Background: an optimization exercise with open tools, aiming at small area. Do not read the settings as production practice. Only simulation tests tie the RTL to the original design; equivalence was not proved. No driver is modelled on the clock port, so clocking that relies on it looks cheaper here than on a real chip. Power is estimated from default activity; no workload was simulated.

the reference run:
==> flow/design.v <==
module controlador (
    input  logic clk,
    input  logic rst_n,
    input  logic rx_pin,
    output logic tx_pin
);
    localparam logic [3:0] CLR = 4'd0, IDLE = 4'd1, RX = 4'd2, PROC = 4'd3,
                           ACC5 = 4'd4, ACC2 = 4'd5, LOAD = 4'd6, TX = 4'd7,
                           INIT = 4'd8, MUL = 4'd9, DIV = 4'd10, FIN = 4'd11,
                           CONV = 4'd12;
    logic [3:0]  st;
    logic [4:0]  j;
    logic [3:0]  m13;      
    logic [3:0]  cnt;      
    logic [3:0]  cs;
    logic        shown, txq, rxs;
    logic [7:0]  S;        
    logic [15:0] A;
    logic [31:0] B;
    logic        c, c2, d, h1, h2, ah1;
    wire [3:0] jl = j[3:0];
    wire       w2 = j[4];
    wire       end_pass = (j == 5'd31);
    wire       tick = (jl == 4'd15) && (m13 == 4'd12);
    wire       A_out = A[0];
    wire       B_out = B[0];
    wire sq     = (cs == 4'd2);
    wire mul    = (cs == 4'd4);
    wire div    = (cs == 4'd7);
    wire addsub = (cs[3:2] == 2'b01) && (cs[1] ^ cs[0]);
    wire err    = d;           
    wire isdig = (S[7:4] == 4'h3) && (!S[3] || (S[2:1] == 2'b00));
    wire isop  = (S == 8'h2B) || (S == 8'h2D) || (S == 8'h2A) || (S == 8'h2F);
    wire is_s  = (S == 8'h73);
    wire is_q  = (S == 8'h71);
    wire is_r  = (S == 8'h72);
    wire is_eq = (S == 8'h3D) || (S == 8'h0D);
    wire calc  = S[6] ? !S[0] : (S[4] && S[3] && S[2]);
    wire digb = (j[4:2] == 3'b000) && S[j[1:0]];
    logic [15:0] kw;
    always_comb begin
        case (cs[1:0])
            2'd0: kw = 16'd10000;
            2'd1: kw = 16'd1000;
            2'd2: kw = 16'd100;
            default: kw = 16'd10;
        endcase
    end
    wire cbit = kw[jl];
    wire t_old = (jl == 4'd0) || ((jl[3:1] != 3'b000) && A[15]);
    wire t_new = (jl == 4'd0) || ((jl[3:1] != 3'b000) && A[14]);
    wire y_sub = sq ? t_old : A_out;
    wire y_cmp = sq ? t_new : A_out;
    wire sq_upd = sq && !cnt[0];
    logic [7:0] kb;
    always_comb begin
        case (cs)
            4'd10:   kb = err ? 8'h45 : 8'h30;
            4'd11:   kb = err ? 8'h72 : 8'h30;
            4'd12:   kb = err ? 8'h72 : 8'h30;
            4'd13:   kb = 8'h0D;
            4'd14:   kb = 8'h0A;
            4'd8, 4'd9: kb = 8'h30;
            default: kb = 8'h3D;        
        endcase
    end
    wire load_bit = (!err && cs[3:2] == 2'b10 && !j[2]) ? B_out :
                    (!err && cs == 4'd12 && !j[2])      ? A_out : kb[j[2:0]];
    logic x, y, cinit, cfirst, x2, y2;
    logic a_in, b_in, h_in;
    wire cc  = cfirst ? cinit : c;
    wire s   = x ^ y ^ cc;
    wire co  = (x & y) | (cc & (x ^ y));
    wire cc2 = (jl == 4'd0) ? 1'b1 : c2;
    wire co2 = (x2 & y2) | (cc2 & (x2 ^ y2));
    always_comb begin
        x = A_out; y = 1'b0; cinit = 1'b0; cfirst = (jl == 4'd0);
        x2 = s; y2 = ~cbit;
        a_in = A_out; b_in = B_out; h_in = B_out;
        case (st)
            CLR: begin a_in = 1'b0; b_in = 1'b0; end
            ACC5: begin
                cfirst = (j == 5'd0);
                if (cs[2]) begin
                    x = B_out; y = (j[4:1] != 4'd0) && h2; b_in = s;
                end else begin
                    h_in = A_out;
                    x = A_out; y = (j[4:1] != 4'd0) && h2;
                    if (!w2) a_in = s;
                end
            end
            ACC2: begin
                cfirst = (j == 5'd0);
                x = (j != 5'd0) && h1; y = digb;
                if (cs[2]) b_in = s;
                else begin
                    h_in = A_out;
                    if (!w2) a_in = s;
                end
            end
            INIT: begin
                cfirst = (j == 5'd0);
                x = B_out; y = 1'b1;
                if (!w2) begin a_in = B_out; b_in = A_out; end
                else b_in = 1'b0;
            end
            MUL: begin
                if (!w2) b_in = (jl == 4'd0) ? 1'b0 : h1;
                else begin
                    x = (jl != 4'd0) && h1; y = d & A_out; b_in = s;
                end
            end
            DIV: begin
                x = B_out; y = ~(d & y_sub); cinit = 1'b1;
                x2 = h1; y2 = ~y_cmp;
                if (!w2) b_in = (jl == 4'd0) ? d : h1;
                else begin
                    h_in = s;
                    b_in = h1;
                    if (sq_upd) a_in = (jl == 4'd0) ? d : ah1;
                end
            end
            FIN: begin
                b_in = 1'b0;
                x = A_out; y = B_out ^ cs[1]; cinit = cs[1];
                if (!w2) begin
                    if (addsub) a_in = s;
                    if (div || sq) a_in = (jl == 4'd0) ? d : (sq ? ah1 : h1);
                end else if (mul) a_in = B_out;
            end
            CONV: begin
                cinit = 1'b1;
                if (!w2) begin x = A_out; y = ~(d & cbit); a_in = s; end
                else begin x = B_out; y = 1'b0; cinit = d; b_in = s; end
            end
            LOAD: if (cs[3:2] == 2'b10) b_in = 1'b0;
            default: ;
        endcase
    end
    wire bitslot = (cnt != 4'd0) && (cnt <= 4'd8);
    wire s_shift = ((st == RX || st == TX) && tick && bitslot) ||
                   (st == LOAD && j[4:3] == 2'b10);
    wire s_in = (st == LOAD) ? load_bit : (st == TX) ? S[0] : rxs;
    assign tx_pin = txq;
    always_ff @(posedge clk) begin
        rxs <= rx_pin;
        A   <= {a_in, A[15:1]};
        B   <= {b_in, B[31:1]};
        h1  <= h_in;
        h2  <= h1;
        ah1 <= A_out;
        c   <= co;
        c2  <= co2;
        if (s_shift) S <= {s_in, S[7:1]};
        if (st == IDLE && !rxs) m13 <= 4'd6;
        else if (jl == 4'd15) m13 <= (m13 == 4'd12) ? 4'd0 : m13 + 4'd1;
        if (!rst_n) begin
            st <= CLR; j <= 5'd0; txq <= 1'b1; cs <= 4'd0;
        end else begin
            j <= j + 5'd1;
            case (st)
                CLR: begin
                    cs <= 4'd0;
                    if (end_pass) st <= IDLE;
                end
                IDLE: if (!rxs) begin st <= RX; cnt <= 4'd0; end
                RX: if (tick) begin
                    cnt <= cnt + 4'd1;
                    if (cnt == 4'd9) st <= PROC;
                end
                PROC: if (end_pass) begin
                    cnt <= 4'd0;
                    case (cs[2:0])
                        3'd0: begin
                            if (isdig) st <= ACC5;
                            else if (isop) begin
                                cs <= {2'b01, S[2], S[2] ? S[1] : S[0]}; st <= TX;
                            end else if (is_s) begin cs <= 4'd1; st <= TX; end
                            else st <= IDLE;
                        end
                        3'd1: if (is_q) begin cs <= 4'd2; st <= TX; end else st <= CLR;
                        3'd2: if (is_r) st <= TX; else st <= CLR;
                        default: begin
                            if (isdig) st <= ACC5;
                            else if (is_eq) st <= LOAD;
                            else st <= IDLE;
                        end
                    endcase
                end
                ACC5: if (end_pass) st <= ACC2;
                ACC2: if (end_pass) st <= TX;
                LOAD: if (j == 5'd23) begin st <= TX; cnt <= 4'd0; end
                TX: begin
                    if (tick && cnt != 4'd11) begin
                        cnt <= cnt + 4'd1;
                        if (cnt == 4'd0) txq <= 1'b0;
                        else if (cnt <= 4'd8) txq <= S[0];
                        else txq <= 1'b1;
                    end
                    if (cnt == 4'd11 && end_pass) begin
                        if (!cs[3]) st <= !calc ? IDLE : addsub ? FIN : INIT;
                        else if (cs == 4'd14) st <= CLR;
                        else begin
                            cs <= cs + 4'd1;
                            st <= (cs < 4'd11 && !err) ? CONV : LOAD;
                        end
                    end
                end
                INIT: if (end_pass) begin
                    cnt <= 4'd0; d <= 1'b0;
                    if (div && !co) begin cs <= 4'd10; d <= 1'b1; st <= LOAD; end
                    else st <= mul ? MUL : DIV;
                end
                MUL: begin
                    if (j == 5'd15) d <= B_out;
                    if (end_pass) begin
                        cnt <= cnt + 4'd1;
                        if (cnt == 4'd15) st <= FIN;
                    end
                end
                DIV: if (end_pass) begin
                    d <= (co2 | s) & !sq_upd;
                    cnt <= cnt + 4'd1;
                    if (cnt == 4'd15) st <= FIN;
                end
                FIN: if (end_pass) begin
                    cs <= 4'd8; shown <= 1'b0; d <= 1'b0; st <= CONV;
                end
                CONV: begin
                    if (j == 5'd15) begin
                        d <= co2;
                        if (co2) shown <= 1'b1;
                    end
                    if (end_pass && !d) begin
                        if (shown) st <= LOAD;
                        else begin
                            cs <= cs + 4'd1;
                            if (cs == 4'd11) st <= LOAD;
                        end
                    end
                end
                default: st <= CLR;
            endcase
        end
    end
endmodule
clock: 40.0 ns
lec_check: 0
abc_area: 1
cap_margin: 20
core_margin: 2
core_utilization: 65
place_density: 0.8
slew_margin: 20
standard.sh (not shown) runs the stock make flow with config.mk's settings and CLKGATE_MAP_FILE= SYNTH_SCRIPT=/design/flow/synth_recipe.tcl, a recipe that flattens the netlist after the stock synthesis.
==> flow/flow/run.sh <==
#!/bin/bash
# The standard layout (standard.sh, ORFS's own scripts), with these
# changes to how the layout is made:
#  - ABC's area script (combinational logic only; flip-flops are mapped
#    before ABC runs, so the registers are those of the standard synthesis)
#    is replaced by a stronger area-oriented one (flow/abc_area.script);
#  - CTS does not add dummy loads for skew balancing, and after CTS each
#    clock buffer is downsized as far as the clock-pin slew allows
#    (flow/ck_down.tcl);
#  - the port buffers use the smallest buffer cell.
# All tool output goes to flow.log and ORFS's per-step logs under orfs/logs.
set -euo pipefail
here=$(pwd)
rm -rf "$here/scripts"
cp -r "$FLOW_HOME/scripts" "$here/scripts"
cp "$here/flow/abc_area.script" "$here/scripts/abc_area.script"
cp "$here/flow/ck_down.tcl" "$here/scripts/ck_down.tcl"
sed -i 's/^log_cmd clock_tree_synthesis {\*}\$cts_args/lappend cts_args -dont_use_dummy_load\nlog_cmd clock_tree_synthesis {*}$cts_args\nsource $::env(SCRIPTS_DIR)\/ck_down.tcl/' "$here/scripts/cts.tcl"
sed -i 's/buffer_ports {\*}\[env_var_or_empty BUFFER_PORTS_ARGS\]/buffer_ports -buffer_cell sky130_fd_sc_hd__buf_1/' "$here/scripts/global_place.tcl"
grep -q dont_use_dummy_load "$here/scripts/cts.tcl"
grep -q ck_down.tcl "$here/scripts/cts.tcl"
grep -q "buffer_cell sky130_fd_sc_hd__buf_1" "$here/scripts/global_place.tcl"
bash standard.sh SCRIPTS_DIR="$here/scripts" finish > "$here/flow.log" 2>&1
==> flow/flow/abc_area.script <==
strash
&get -n
&deepsyn -J 1000
&put
dch -f
amap
stime -c
==> flow/flow/ck_down.tcl <==
proc ck_max_slew {} {
  set mx 0
  foreach p [get_pins -of_objects [all_registers] -filter "is_clock==1"] {
    set s [get_property $p slew_max]
    if {$s > $mx} {set mx $s}
  }
  return $mx
}
set_propagated_clock [all_clocks]
estimate_parasitics -placement
puts "ck_down: max clock pin slew before [ck_max_slew]"
foreach inst [get_cells -filter "ref_name == sky130_fd_sc_hd__clkbuf_8"] {
  foreach smaller {sky130_fd_sc_hd__clkbuf_2 sky130_fd_sc_hd__clkbuf_4} {
    replace_cell $inst $smaller
    estimate_parasitics -placement
    if {[ck_max_slew] <= 0.110} {
      puts "ck_down: [get_full_name $inst] -> $smaller"
      break
    }
    replace_cell $inst sky130_fd_sc_hd__clkbuf_8
    estimate_parasitics -placement
  }
}
puts "ck_down: max clock pin slew after [ck_max_slew]"
unset_propagated_clock [all_clocks]
For the trial run, these inputs were changed with respect to the reference run:
-- flow/design.v --
<<< the reference run, line 52
    wire y_sub = sq ? t_old : A_out;
    wire y_cmp = sq ? t_new : A_out;
    wire sq_upd = sq && !cnt[0];
    logic [7:0] kb;
    always_comb begin
>>> the trial run, line 52
    wire y_sub = sq ? t_old : A_out;
    wire y_cmp = sq ? t_new : A_out;
    wire hsel  = sq ? h2 : h1;
    logic [7:0] kb;
    always_comb begin
<<< the reference run, line 113
            DIV: begin
                x = B_out; y = ~(d & y_sub); cinit = 1'b1;
                x2 = h1; y2 = ~y_cmp;
                if (!w2) b_in = (jl == 4'd0) ? d : h1;
                else begin
                    h_in = s;
                    b_in = h1;
                    if (sq_upd) a_in = (jl == 4'd0) ? d : ah1;
                end
            end
>>> the trial run, line 113
            DIV: begin
                x = B_out; y = ~(d & y_sub); cinit = 1'b1;
                x2 = hsel; y2 = ~y_cmp;
                if (!w2) b_in = sq ? h2 : ((jl == 4'd0) ? d : h1);
                else begin
                    h_in = s;
                    b_in = hsel;
                    if (sq) a_in = (jl == 4'd0) ? d : ah1;
                end
            end
<<< the reference run, line 220
                end
                DIV: if (end_pass) begin
                    d <= (co2 | s) & !sq_upd;
                    cnt <= cnt + 4'd1;
                    if (cnt == 4'd15) st <= FIN;
                end
                FIN: if (end_pass) begin
>>> the trial run, line 220
                end
                DIV: if (end_pass) begin
                    d <= co2 | s;
                    cnt <= cnt + 4'd1;
                    if (cnt[2:0] == 3'd7 && (sq || cnt[3])) st <= FIN;
                end
                FIN: if (end_pass) begin
Findings:
The core footprint reported for the trial run is greater than that of the reference run by about 0.6%.
The trial run went all the way through synthesis, placement and routing and the layout is clean on timing, DRC and antenna.
Of the trial run and the reference run, it is the trial run that has the lower wire length.
On the trial run: static leakage is 0.012 nW higher than what the reference run gave.
The lower setup slack came out of the reference run.
Going from the reference run to the trial run, the post-route cell area was found to have gone up by 30 um2.

afterwards: timing with drivers on the ports:
How much do the figures lean on ideal ports? The routed layouts below were timed once more, with nothing changed but the port constraints. Step 1 (the two cells are an assumption about what drives the block):
set clk [get_ports {clk}]
set_driving_cell -lib_cell sky130_fd_sc_hd__clkbuf_16 $clk
set_driving_cell -lib_cell sky130_fd_sc_hd__buf_2 [delete_from_list [all_inputs] $clk]
Step 2 adds t to the input delays and takes it off the output delays; t is the mean of the earliest and latest rising clock arrival at the registers after step 1. Input paths then give back, and output paths get back, about the clock's delay inside the block. a / b / c = ideal / step 1 / step 2; a / b = the first two.
run	t (ns)	setup slack, ns	worst setup path after step 2	clock arrival spread, ns	pins driven straight from the clock port
the reference run	0.549	30.470 / 30.480 / 29.931	input to register	0.032 / 0.032	1
the trial run	0.541	30.827 / 30.834 / 30.293	input to register	0.036 / 0.036	1
After both steps setup and hold are still met in every run listed. The setup slack of the reference run, which loses most, moves by +0.010 ns with the drivers and by -0.539 ns with both steps.
